Source: an optimization exercise on an open RTL-to-GDS flow (aim: small area). Production flows keep margins and buffers that such runs may drop. No activity file was given, so power comes from the tool's default toggle rates.

==> inputs of v26 <==
## turbosound
module turbosound (
    input wire clk,
    input wire clk35en,
    input wire clk175en,
    input wire reset_n,
    input wire disable_ay,
    input wire disable_turboay,
    input wire bdir,
    input wire bc1,
    input wire [7:0] din,
    output reg [7:0] dout,
    output reg oe,
    output reg midi_out,
    output wire [23:0] audio_out_ay1_splitted,
    output wire [23:0] audio_out_ay2_splitted
    );
Settings: LEC_CHECK=0, ABC_AREA=1, CAP_MARGIN=20, CORE_MARGIN=2, CORE_UTILIZATION=75, SLEW_MARGIN=20; clock period 10.0 ns.
standard.sh (not shown) runs the stock make flow with config.mk's settings and CLKGATE_MAP_FILE= SYNTH_SCRIPT=/design/flow/synth_recipe.tcl, a recipe that flattens the netlist after the stock synthesis.
==> flow/flow/run.sh <==
#!/bin/bash
# Standard ORFS layout through the standard.sh, with these changes:
#  - synthesis: same script, but ABC maps with an area-oriented script
#    (flow/abc_area.script) and Yosys does not pre-extract half/full adders,
#    so ABC optimises that logic too; registers are untouched
#  - clock tree: no dummy loads, sink clusters of up to 15, clkbuf_8 buffers
#  - port buffers: buf_1
set -euo pipefail
W=$PWD
rm -rf "$W/scripts_local"
cp -r "$FLOW_HOME/scripts" "$W/scripts_local"
cp "$W/flow/abc_area.script" "$W/scripts_local/abc_area.script"
export CTS_ARGS="-sink_clustering_enable -repair_clock_nets -dont_use_dummy_load -sink_clustering_size 15 -sink_clustering_max_diameter 80 -buf_list sky130_fd_sc_hd__clkbuf_8"
export BUFFER_PORTS_ARGS="-buffer_cell sky130_fd_sc_hd__buf_1"
bash standard.sh SCRIPTS_DIR="$W/scripts_local" ADDER_MAP_FILE= finish > standard.log 2>&1
==> flow/flow/abc_area.script <==
&get -n
&st
&syn2
&dch -f
&nf -a -p -F 8 -A 4
&st
&syn2
&dch -f
&nf -a -p -F 8 -A 4
&put
topo
==> inputs of v11, as changes to v26 <==
--- a/flow/design.v
+++ b/flow/design.v
@@ -1,26 +1,26 @@
 `timescale 1ns / 1ps
 `default_nettype none
 module ay_period_counter #(parameter W = 12) (
   input wire clk,
   input wire rst_n,        
   input wire tick,
-  input wire [W-1:0] period_n,    
+  input wire [W-1:0] period,
   output wire wrap
   );
   reg [W-1:0] cnt;
   reg [W:0] ge;            
   reg [W:0] cy;            
   reg [W-1:0] nxt;
   integer i;
   always @* begin
     ge[0] = 1'b1;
     cy[0] = tick;
     for (i = 0; i < W; i = i + 1) begin
-      ge[i+1] = (cnt[i] & period_n[i]) | ((cnt[i] | period_n[i]) & ge[i]);
+      ge[i+1] = (cnt[i] & ~period[i]) | ((cnt[i] | ~period[i]) & ge[i]);
       cy[i+1] = cy[i] & cnt[i];
       nxt[i]  = cnt[i] ^ cy[i];
     end
   end
   assign wrap = tick & ge[W];
   wire clr = ~rst_n | wrap;
   always @(posedge clk)
@@ -55,70 +55,70 @@
   wire [15:0] we;
   genvar g;
   generate
     for (g = 0; g < 16; g = g + 1) begin : dec
       assign we[g] = ~rst_n | (wr & (ra == g));
     end
   endgenerate
-  reg [11:0] period_a_n, period_b_n, period_c_n;    
-  reg [4:0] noise_period_n;
+  reg [11:0] period_a, period_b, period_c;
+  reg [4:0] noise_period;
   reg [7:0] enable_chan;
   reg [4:0] vol_a, vol_b, vol_c;    
-  reg [15:0] envelope_period_n;
+  reg [15:0] envelope_period;
   reg [3:0] envelope_shape;
   reg [7:0] reg_port_a, reg_port_b;
   always @(posedge clk) begin
-    if (we[0])  period_a_n[7:0]       <= ~din_z;
-    if (we[1])  period_a_n[11:8]      <= ~din_z[3:0];
-    if (we[2])  period_b_n[7:0]       <= ~din_z;
-    if (we[3])  period_b_n[11:8]      <= ~din_z[3:0];
-    if (we[4])  period_c_n[7:0]       <= ~din_z;
-    if (we[5])  period_c_n[11:8]      <= ~din_z[3:0];
-    if (we[6])  noise_period_n        <= ~din_z[4:0];
+    if (we[0])  period_a[7:0]         <= din_z;
+    if (we[1])  period_a[11:8]        <= din_z[3:0];
+    if (we[2])  period_b[7:0]         <= din_z;
+    if (we[3])  period_b[11:8]        <= din_z[3:0];
+    if (we[4])  period_c[7:0]         <= din_z;
+    if (we[5])  period_c[11:8]        <= din_z[3:0];
+    if (we[6])  noise_period          <= din_z[4:0];
     if (we[7])  enable_chan           <= din | {8{~rst_n}};
     if (we[8])  vol_a                 <= din_z[4:0];
     if (we[9])  vol_b                 <= din_z[4:0];
     if (we[10]) vol_c                 <= din_z[4:0];
-    if (we[11]) envelope_period_n[7:0]  <= ~din_z;
-    if (we[12]) envelope_period_n[15:8] <= ~din_z;
+    if (we[11]) envelope_period[7:0]  <= din_z;
+    if (we[12]) envelope_period[15:8] <= din_z;
     if (we[13]) envelope_shape        <= din_z[3:0];
     if (we[14]) reg_port_a            <= din_z;
     if (we[15]) reg_port_b            <= din_z;
   end
   assign midi = reg_port_a[2];
   always @* begin
     case (ra)
-      4'd0 : dout = ~period_a_n[7:0];
-      4'd1 : dout = {4'b0000, ~period_a_n[11:8]};
-      4'd2 : dout = ~period_b_n[7:0];
-      4'd3 : dout = {4'b0000, ~period_b_n[11:8]};
-      4'd4 : dout = ~period_c_n[7:0];
-      4'd5 : dout = {4'b0000, ~period_c_n[11:8]};
-      4'd6 : dout = {3'b000, ~noise_period_n};
+      4'd0 : dout = period_a[7:0];
+      4'd1 : dout = {4'b0000, period_a[11:8]};
+      4'd2 : dout = period_b[7:0];
+      4'd3 : dout = {4'b0000, period_b[11:8]};
+      4'd4 : dout = period_c[7:0];
+      4'd5 : dout = {4'b0000, period_c[11:8]};
+      4'd6 : dout = {3'b000, noise_period};
       4'd7 : dout = enable_chan;
       4'd8 : dout = {3'b000, vol_a};
       4'd9 : dout = {3'b000, vol_b};
       4'd10: dout = {3'b000, vol_c};
-      4'd11: dout = ~envelope_period_n[7:0];
-      4'd12: dout = ~envelope_period_n[15:8];
+      4'd11: dout = envelope_period[7:0];
+      4'd12: dout = envelope_period[15:8];
       4'd13: dout = {4'b0000, envelope_shape};
       4'd14: dout = reg_port_a & {8{enable_chan[6]}};
       default: dout = reg_port_b | {8{~enable_chan[7]}};
     endcase
   end
   reg [3:0] presc;
   always @(posedge clk)
     presc <= {4{rst_n}} & (presc + {3'b000, clken});
   wire tick     = clken & (presc[2:0] == 3'b000);
   wire tick_env = tick & ~presc[3];
   wire wrap_a, wrap_b, wrap_c, wrap_n;
-  ay_period_counter #(12) cnt_a (.clk(clk), .rst_n(rst_n), .tick(tick), .period_n(period_a_n), .wrap(wrap_a));
-  ay_period_counter #(12) cnt_b (.clk(clk), .rst_n(rst_n), .tick(tick), .period_n(period_b_n), .wrap(wrap_b));
-  ay_period_counter #(12) cnt_c (.clk(clk), .rst_n(rst_n), .tick(tick), .period_n(period_c_n), .wrap(wrap_c));
-  ay_period_counter #(5)  cnt_n (.clk(clk), .rst_n(rst_n), .tick(tick), .period_n(noise_period_n), .wrap(wrap_n));
+  ay_period_counter #(12) cnt_a (.clk(clk), .rst_n(rst_n), .tick(tick), .period(period_a), .wrap(wrap_a));
+  ay_period_counter #(12) cnt_b (.clk(clk), .rst_n(rst_n), .tick(tick), .period(period_b), .wrap(wrap_b));
+  ay_period_counter #(12) cnt_c (.clk(clk), .rst_n(rst_n), .tick(tick), .period(period_c), .wrap(wrap_c));
+  ay_period_counter #(5)  cnt_n (.clk(clk), .rst_n(rst_n), .tick(tick), .period(noise_period), .wrap(wrap_n));
   reg tone_a, tone_b, tone_c, tone_noise;
   reg [16:0] noise_shiftreg;
   always @(posedge clk) begin
     tone_a     <= rst_n & (tone_a ^ wrap_a);
     tone_b     <= rst_n & (tone_b ^ wrap_b);
     tone_c     <= rst_n & (tone_c ^ wrap_c);
     tone_noise <= rst_n & (tone_noise ^ (wrap_n & noise_shiftreg[0]));
@@ -126,15 +126,15 @@
       noise_shiftreg <= rst_n ? {noise_shiftreg[0] ^ noise_shiftreg[3], noise_shiftreg[16:1]} : 17'h00001;
   end
   wire tone_noise_a = (tone_a | enable_chan[0]) & (tone_noise | enable_chan[3]);
   wire tone_noise_b = (tone_b | enable_chan[1]) & (tone_noise | enable_chan[4]);
   wire tone_noise_c = (tone_c | enable_chan[2]) & (tone_noise | enable_chan[5]);
   wire env_rst_n = rst_n & ~(wr & (ra == 4'd13));
   wire wrap_e;
-  ay_period_counter #(16) cnt_e (.clk(clk), .rst_n(env_rst_n), .tick(tick_env), .period_n(envelope_period_n), .wrap(wrap_e));
+  ay_period_counter #(16) cnt_e (.clk(clk), .rst_n(env_rst_n), .tick(tick_env), .period(envelope_period), .wrap(wrap_e));
   reg [4:0] env_seq;
   reg env_first;
   always @(posedge clk) begin
     if (~env_rst_n | wrap_e)
       env_seq <= {5{env_rst_n}} & (env_seq + 5'd1);
     env_first <= ~env_rst_n | (env_first & ~(wrap_e & (env_seq[3:0] == 4'b1111) & ~env_seq[4]));
   end
==> flow/run.sh (new file) <==
#!/bin/bash
# synth_recipe.tcl (not shown) runs the flow's synth.tcl, then flattens the netlist and writes it again
# the make line also repeats each setting of config.mk as NAME=value (left out here)
make -C /OpenROAD-flow-scripts/flow DESIGN_CONFIG=/design/flow/config.mk WORK_HOME=/design/flow/orfs CLKGATE_MAP_FILE= SYNTH_SCRIPT=/design/flow/synth_recipe.tcl finish
- CORE_UTILIZATION: 75 -> 60
- CTS_BUF_LIST: not set -> sky130_fd_sc_hd__clkbuf_8
- CTS_CLUSTER_SIZE: not set -> 30
removed: flow/flow/run.sh
removed: flow/flow/abc_area.script
removed: flow/standard.sh
==> comparison <==
- Of v26 and v11, v26 has the higher global-route usage (gap 9.1 points).
- In v26 the combinational power is smaller than in v11, by about 28%.
- In v11 the die area is larger than in v26, by about 40%.
- Of v11 and v26, v26 has the higher setup slack (gap 0.88 ns).
- Between v11 and v26, the lower power is in v26 (gap 23%, measured against v26).
- Sequential cell count is the same in v11 and v26.
- Between v11 and v26, the lower maximum frequency is in v11 (gap 14%, measured against v26).
- Final cell count: v11 is larger than v26 (about 40%).
- In v11 the first-iteration DRC count is lower than in v26, by 47%.
- In v26 the clock skew is lower than in v11, by 0.00094 ns.
==> figures <==
Internal power of the cells: v11 2.90 mW; v26 2.39 mW
Crit start category: v11 primary input; v26 flop
Synthesized Nets: v11 2232; v26 1521
Fill cells: v11 2631; v26 1326
Most common cell after layout, fill and taps aside: v11 sky130_fd_sc_hd__inv_1; v26 sky130_fd_sc_hd__edfxtp_1
Sequential power share: v11 0.536; v26 0.662
Seq pwr: v11 2.07 mW; v26 2.09 mW
Outcome: v11 timing/DRC/antenna clean; v26 timing/DRC/antenna clean
H-tree lvl count: v11 3; v26 2
Data arrival time of the critical path: v11 6.89 ns; v26 3.55 ns
Antenna violations before repair: v11 0; v26 2
Library cell contributing the largest single delay on the critical path: v11 sky130_fd_sc_hd__clkdlybuf4s50_1; v26 sky130_fd_sc_hd__a2111oi_0
Slack of the worst reg-to-reg path: v11 5.49 ns; v26 6.53 ns
Number of multi-input logic gates: v11 1169; v26 1040
Worst-skew pair later-pin latency: v11 0.63 ns; v26 0.57 ns
Final area over synthesized area: v11 1.127x; v26 1.071x
Minimum setup slack after placement: v11 2.95 ns; v26 4.40 ns
Clock share of power: v11 0.382; v26 0.265
Overall power after layout: v11 3.87 mW; v26 3.15 mW
Worst r2r src: v11 ay1.presc[2]; v26 ay1.envelope_period_n[2]
Area fraction of the dominant cell type after synthesis: v11 0.446; v26 0.507
No run of this note included a check of the RTL's function; only the layout flow was run.

port drivers added, routing unchanged:
How much do the figures lean on ideal ports? The routed layouts below were timed once more, with nothing changed but the port constraints.
Step 1 sets driving cells, clkbuf_16 on the clock port and buf_2 on the other inputs (assumed; they add their load-dependent delay and slew).
Step 2 moves the port delays by t, midway between the first and last clock arrival at a register: inputs arrive t later, outputs are due t later. That takes back most of the time a late clock gives input paths.
a / b / c = ideal ports / drivers / drivers and shift; a / b = the first two.
run | t, ns | setup WS [ns] | latest minus earliest clock arrival (ns)
v26 | 0.599 | 4.449 / 4.402 / 4.284 | 0.047 / 0.046
v11 | 0.661 | 3.573 / 3.592 / 2.932 | 0.040 / 0.041
After both steps every run listed still meets setup and hold. The setup slack of v11, which loses most, moves by +0.019 ns with the drivers and by -0.641 ns with both steps.
